Context: an optimization exercise on an open-source flow, tuned for small area and few clock cycles. The choices shown serve that exercise and are no tape-out recipe. The RTL was checked by simulation tests, not by an equivalence proof against the original design. Power and IR drop assume default switching activity.

run 1:
==> flow/design.v (excerpt) <==
module mul_divider
(
    input   wire    rst,
    input   wire    clk,
    output  wire    muldiv_int,
                                        input   wire    muldiv_cn_wctrl,
                                        input   wire    muldiv_ar_wctrl,
    output  wire  [7:0] muldiv_br,      input   wire    muldiv_br_wctrl,
    output  wire  [7:0] muldiv_hr,      input   wire    muldiv_hr_wctrl,
    output  wire  [7:0] muldiv_cr,      input   wire    muldiv_cr_wctrl,
    input   wire  [7:0] dbus_wdata
  );
export LEC_CHECK = 0
export ABC_AREA = 1
export CAP_MARGIN = 0
export CORE_MARGIN = 2
export CORE_UTILIZATION = 40
export GPL_TIMING_DRIVEN = 0
export SLEW_MARGIN = 0
create_clock -name core_clock -period 5.0 [get_ports {clk}]
standard.sh (not shown) runs the stock make flow with config.mk's settings and CLKGATE_MAP_FILE= SYNTH_SCRIPT=/design/flow/synth_recipe.tcl, a recipe that flattens the netlist after the stock synthesis.
==> flow/flow/run.sh <==
#!/bin/bash
# Standard layout (the standard.sh), with the port buffers made from the
# smallest buffer cell instead of the default one, and a clock tree without dummy loads.
export BUFFER_PORTS_ARGS="-buffer_cell sky130_fd_sc_hd__buf_1"
export CTS_ARGS="-sink_clustering_enable -repair_clock_nets -dont_use_dummy_load"
bash standard.sh > standard.log 2>&1
Testbench counts of run 1, summed over its fixed seeds: cycles 154,097.
Setup changes, run 1 to run 2
- CAP_MARGIN changed from 0 to 20
- SLEW_MARGIN changed from 0 to 20
==> flow/flow/run.sh <==
#!/bin/bash
# Standard layout (the standard.sh), with the port buffers made from the
# smallest buffer cell instead of the default one, and a clock tree built
# from large buffers with large sink clusters.
export BUFFER_PORTS_ARGS="-buffer_cell sky130_fd_sc_hd__buf_1"
export CTS_ARGS="-sink_clustering_enable -repair_clock_nets -sink_clustering_size 40 -sink_clustering_max_diameter 400 -buf_list sky130_fd_sc_hd__clkbuf_16 -root_buf sky130_fd_sc_hd__clkbuf_16"
bash standard.sh > standard.log 2>&1
[summary]
- When the final numbers for run 1 and run 2 were put side by side, the starting DRC count in detailed routing turned out to be smaller in run 2.
- Post-route clock period utilization: higher on run 1
- The faster design of the two is run 2; run 1 tops out lower.
- Clock-cell share of area, run 1 and run 2: higher on run 2
- Routed wire in run 2 totals less than in run 1.
- Any difference in worst hold-check slack between run 1 and run 2 is small enough to ignore.
- Compared to run 1, run 2 has core utilization 1.2 points higher.
- For the total power, run 2 came in about 6% higher than run 1 did.
The inputs of run 3 differ from those of run 2 as listed below.
==> flow/flow/run.sh <==
#!/bin/bash
# Standard layout (the standard.sh), with the port buffers made from the
# smallest buffer cell instead of the default one, and a clock tree without dummy loads.
export BUFFER_PORTS_ARGS="-buffer_cell sky130_fd_sc_hd__buf_1"
export CTS_ARGS="-repair_clock_nets -dont_use_dummy_load -buf_list {sky130_fd_sc_hd__clkbuf_4 sky130_fd_sc_hd__clkbuf_8}"
bash standard.sh > standard.log 2>&1
- Min register fraction of the total cell area across run 2 and run 3: run 2
- Register-to-register setup slack sits lower in run 3 than in run 2.
- Diff run 2 -> run 3: wire length -34 µm, detailed router's first-iteration violation count -17%, share of total power in sequential cells +1.1 points, wire length of the first global-routing pass -about 0.55%.
> inputs changed (run 3 -> run 4)
- setting PLACE_DENSITY to 0.45 for the first time
-- flow/flow/run.sh --
<<< run 3, line 5
export CTS_ARGS="-repair_clock_nets -dont_use_dummy_load -buf_list {sky130_fd_sc_hd__clkbuf_4 sky130_fd_sc_hd__clkbuf_8}"
>>> run 4, line 5
export CTS_ARGS="-sink_clustering_enable -repair_clock_nets -dont_use_dummy_load"
--- outcome ---
Sort run 4 and run 3 by length of routed wiring on met1 desc -> top: run 4
Share of the clock period used by the worst path after layout was higher in run 3 than in run 4.
Changes observed in run 4 relative to run 3: global-route wire length before repair +760 µm, pin slew with the least headroom to its limit +0.019 ns, sequential cell area share ~0 delta.
Cmp run 4 vs run 3: routing usage on met2 higher in run 4

---

indigo:
The RTL this note starts from:
==> flow/design.v <==
`timescale 1ns/1ns
module mul_divider
(
    input   wire    rst,
    input   wire    clk,
    output  wire    muldiv_int,
                                        input   wire    muldiv_cn_wctrl,
                                        input   wire    muldiv_ar_wctrl,
    output  wire  [7:0] muldiv_br,      input   wire    muldiv_br_wctrl,
    output  wire  [7:0] muldiv_hr,      input   wire    muldiv_hr_wctrl,
    output  wire  [7:0] muldiv_cr,      input   wire    muldiv_cr_wctrl,
    input   wire  [7:0] dbus_wdata
  );
reg           muldiv_f;
reg           muldiv_md;       
reg   [1:0]   muldiv_sm;       
reg   [7:0]   ar_reg;
reg   [7:0]   br_reg;
reg   [7:0]   hr_reg;
reg   [7:0]   cr_reg;
reg   [2:0]   cnt_reg;
wire          muldiv_run = |cnt_reg;
assign  muldiv_br   =br_reg;
assign  muldiv_hr   =hr_reg;
assign  muldiv_cr   =cr_reg;
assign  muldiv_int  = muldiv_f;
wire  [7:0] a0 = muldiv_ar_wctrl ? dbus_wdata : ar_reg;
wire  [7:0] b0 = muldiv_br_wctrl ? dbus_wdata : br_reg;
wire  [7:0] h0 = muldiv_hr_wctrl ? dbus_wdata : hr_reg;
wire        start = (muldiv_cn_wctrl & dbus_wdata[5])
                  | (muldiv_ar_wctrl & (muldiv_sm==2'h1))
                  | (muldiv_br_wctrl & (muldiv_sm==2'h2))
                  | (muldiv_hr_wctrl & (muldiv_sm==2'h3));
wire        md_eff = muldiv_cn_wctrl ? dbus_wdata[3] : muldiv_md;
wire        last   = ~start & (cnt_reg == 3'h7);
function [9:0] add9;
  input [8:0] a;
  input [8:0] b;
  input       cin;
  reg   [9:0] g, p, gg, pp, ng, np;
  integer i, l, d;
  begin
    g  = {a & b, cin};
    p  = {a ^ b, 1'b0};
    gg = g; pp = p;
    for (l = 0; l < 4; l = l + 1)
    begin
      d  = 1 << l;
      ng = gg; np = pp;
      for (i = 0; i < 10; i = i + 1)
        if ((i / d) % 2 == 1)
        begin
          ng[i] = gg[i] | (pp[i] & gg[(i / d) * d - 1]);
          np[i] = pp[i] & pp[(i / d) * d - 1];
        end
      gg = ng; pp = np;
    end
    add9 = {gg[9], p[9:1] ^ gg[8:0]};
  end
endfunction
wire  [7:0]    m_h = muldiv_run ? hr_reg : 8'h0;
wire  [7:0]    m_c = muldiv_run ? cr_reg : a0;
wire  [8:0]    m_p0 = {1'b0, b0 & {8{m_c[0]}}};
wire  [8:0]    m_p1 = {b0 & {8{m_c[1]}}, 1'b0};
wire  [8:0]    m_p2 = {1'b0, m_h};
wire  [8:0]    m_sv = m_p0 ^ m_p1 ^ m_p2;
wire  [8:0]    m_cv = {(m_p0[7:0] & m_p1[7:0]) | (m_p0[7:0] & m_p2[7:0]) | (m_p1[7:0] & m_p2[7:0]), 1'b0};
wire  [9:0]    m_s = add9(m_sv, m_cv, 1'b0);
wire  [15:0]   m_next = {m_s, m_c[7:2]};
wire         d_skip = ~muldiv_run & (muldiv_ar_wctrl ? (dbus_wdata[7] | dbus_wdata[6])
                                                     : (ar_reg[7] | ar_reg[6]));
reg   [7:0]  r_rem;
reg   [15:0] r_x;
reg   [8:0]  r_t;
reg   [9:0]  r_d;
integer j;
always @*
begin
  r_rem = muldiv_run ? cr_reg : (d_skip ? {2'b0, h0[7:2]} : 8'h0);
  r_x   = d_skip ? {h0[1:0], b0, 6'h0} : {h0, b0};
  for (j = 0; j < 2; j = j + 1)
  begin
    r_t   = {r_rem, r_x[15]};
    r_d   = add9(r_t, ~{1'b0, a0}, 1'b1);
    r_d[9] = ~r_d[9];
    r_rem = r_d[9] ? r_t[7:0] : r_d[7:0];
    r_x   = {r_x[14:0], ~r_d[9]};
  end
end
always
@(negedge rst or posedge clk)
begin
  if(~rst)
  begin
    {muldiv_f,muldiv_md,muldiv_sm}<=4'h0;
    ar_reg <=8'h0;
    br_reg <=8'h0;
    hr_reg <=8'h0;
    cr_reg <=8'h0;
    cnt_reg <=3'h0;
  end
  else
  begin
    if(muldiv_cn_wctrl) begin {muldiv_f,muldiv_md,muldiv_sm}<={dbus_wdata[6],dbus_wdata[3],dbus_wdata[1:0]}; cnt_reg<=3'h0; end
    if(muldiv_ar_wctrl) ar_reg<=dbus_wdata;
    if(muldiv_br_wctrl) br_reg<=dbus_wdata;
    if(muldiv_hr_wctrl) hr_reg<=dbus_wdata;
    if(muldiv_cr_wctrl) cr_reg<=dbus_wdata;
    if(start | (muldiv_run & ~muldiv_cn_wctrl))
    begin
      cnt_reg <= start ? (md_eff ? (d_skip ? 3'h4 : 3'h1) : 3'h5) : cnt_reg + 1'b1;
      muldiv_f <= last;
      if(~md_eff)
        {hr_reg,cr_reg} <= m_next;
      else
      begin
        {hr_reg,br_reg} <= r_x;
        cr_reg <= r_rem;
      end
    end
  end
end
endmodule
==> flow/config.mk <==
export PLATFORM = sky130hd
export DESIGN_NAME = mul_divider
export DESIGN_NICKNAME = mul_divider
export VERILOG_FILES = /design/flow/design.v
export SDC_FILE = /design/flow/constraint.sdc
export NUM_CORES = 4
export LEC_CHECK = 0
export ABC_AREA = 1
export CAP_MARGIN = 20
export CORE_MARGIN = 2
export CORE_UTILIZATION = 60
export GPL_ROUTABILITY_DRIVEN = 0
export GPL_TIMING_DRIVEN = 0
export PLACE_DENSITY = 0.75
export SLEW_MARGIN = 20
==> flow/constraint.sdc <==
create_clock -name core_clock -period 5.0 [get_ports {clk}]
set_input_delay 1.0000 -clock core_clock [delete_from_list [all_inputs] [get_ports {clk}]]
set_output_delay 1.0000 -clock core_clock [all_outputs]
set_load 0.01 [all_outputs]
==> flow/flow/run.sh <==
#!/bin/bash
# Standard layout (the standard.sh), with the port buffers made from the
# smallest buffer cell instead of the default one, and a clock tree without dummy loads.
export BUFFER_PORTS_ARGS="-buffer_cell sky130_fd_sc_hd__buf_1"
export CTS_ARGS="-sink_clustering_enable -repair_clock_nets -dont_use_dummy_load"
bash standard.sh > standard.log 2>&1
indigo reached the end of the flow, and the finished layout is clean on the timing, DRC and antenna checks.
Testbench counts of indigo, summed over its fixed seeds: cycles 135,911.
Edits applied to the flow inputs when going from indigo to lagoon:
Settings: GPL_ROUTABILITY_DRIVEN no longer set, was 0.
### Flow results
In lagoon relative to indigo, routed wire length on met3 had gone up by more than a quarter.
Taking indigo as the reference, in lagoon top achievable clock speed shows a reduction of 1.0 MHz; share of power burned in combinational logic now sits higher; ratio of final minimum period to clock period rose by 0.46 points; clock network area share comparable.
### lagoon -> garnet
==> flow/run.sh (new file) <==
#!/bin/bash
# synth_recipe.tcl (not shown) runs the flow's synth.tcl, then flattens the netlist and writes it again
# the make line also repeats each setting of config.mk as NAME=value (left out here)
make -C /OpenROAD-flow-scripts/flow DESIGN_CONFIG=/design/flow/config.mk WORK_HOME=/design/flow/orfs CLKGATE_MAP_FILE= SYNTH_SCRIPT=/design/flow/synth_recipe.tcl finish
removed: flow/flow/run.sh
removed: flow/standard.sh
[summary]
Looking at utilization across garnet and lagoon, the one that comes out higher is garnet.
Where final critical-path setup slack is concerned, lagoon is better than garnet.
First-iteration DRC count (higher): garnet
The maximum clock frequency of garnet is lower than that of lagoon.
When garnet is set beside lagoon, its post-route fraction of the period consumed by the critical path turns out to be 0.44 points larger.
After detailed routing, lagoon needs less wire than garnet.
Relative to garnet, the following input files were edited for raven:
Settings: CORE_UTILIZATION: 60 -> 40; PLACE_DENSITY: 0.75 -> unset.
==> flow/flow/run.sh (new file) <==
#!/bin/bash
# Standard layout (the standard.sh), with the port buffers made from the
# smallest buffer cell instead of the default one, and a clock tree without dummy loads.
export BUFFER_PORTS_ARGS="-buffer_cell sky130_fd_sc_hd__buf_1"
export CTS_ARGS="-sink_clustering_enable -repair_clock_nets -dont_use_dummy_load"
bash standard.sh > standard.log 2>&1
==> flow/standard.sh (new file) <==
#!/bin/bash
# synth_recipe.tcl (not shown) runs the flow's synth.tcl, then flattens the netlist and writes it again
# the make line also repeats each setting of config.mk as NAME=value (left out here)
make -C /OpenROAD-flow-scripts/flow DESIGN_CONFIG=/design/flow/config.mk WORK_HOME=/design/flow/orfs CLKGATE_MAP_FILE= SYNTH_SCRIPT=/design/flow/synth_recipe.tcl "${@:-finish}"
removed: flow/run.sh
Results
In the final reports, the cell area of raven is smaller than that of garnet. Post-route minimum period on raven is ahead of garnet. Re headroom to the max-slew limit: raven is 5.4 points down on garnet.

[re-timing with driven ports]
The flow's constraints put no driver on any port. The routed layouts listed below were extracted and timed again, unchanged, in two steps.
Step 1, drivers: a clkbuf_16 drives clk and a buf_2 each remaining input, both assumed.
Step 2 moves the port delays by t, midway between the first and last clock arrival at a register: inputs arrive t later, outputs are due t later. That takes back most of the time a late clock gives input paths.
Slacks: no drivers / after step 1 / after step 2; pairs: no drivers / after step 1.
| run | t (ns) | slack for setup (ns) | worst slew at a driven data input, ns |
|---|---|---|---|
| run 1 | 0.326 | 0.399 / 0.402 / 0.076 | 0.03 |
| run 2 | 0.317 | 0.431 / 0.441 / 0.124 | 0.03 |
| run 3 | 0.325 | 0.414 / 0.419 / 0.094 | 0.03 |
| run 4 | 0.331 | 0.468 / 0.474 / 0.144 | 0.03 |
| indigo | 0.315 | 0.246 / 0.248 / -0.067 | 0.03 |
| lagoon | 0.312 | 0.223 / 0.222 / -0.091 | 0.03 |
| garnet | 0.328 | 0.201 / 0.208 / -0.120 | 0.03 |
| raven | 0.318 | 0.388 / 0.392 / 0.075 | 0.03 |
Met with ideal ports but missed after step 2: setup timing in indigo, lagoon and garnet. For run 4, which loses most, drivers alone change the setup slack by +0.006 ns; drivers and shift together by -0.324 ns.
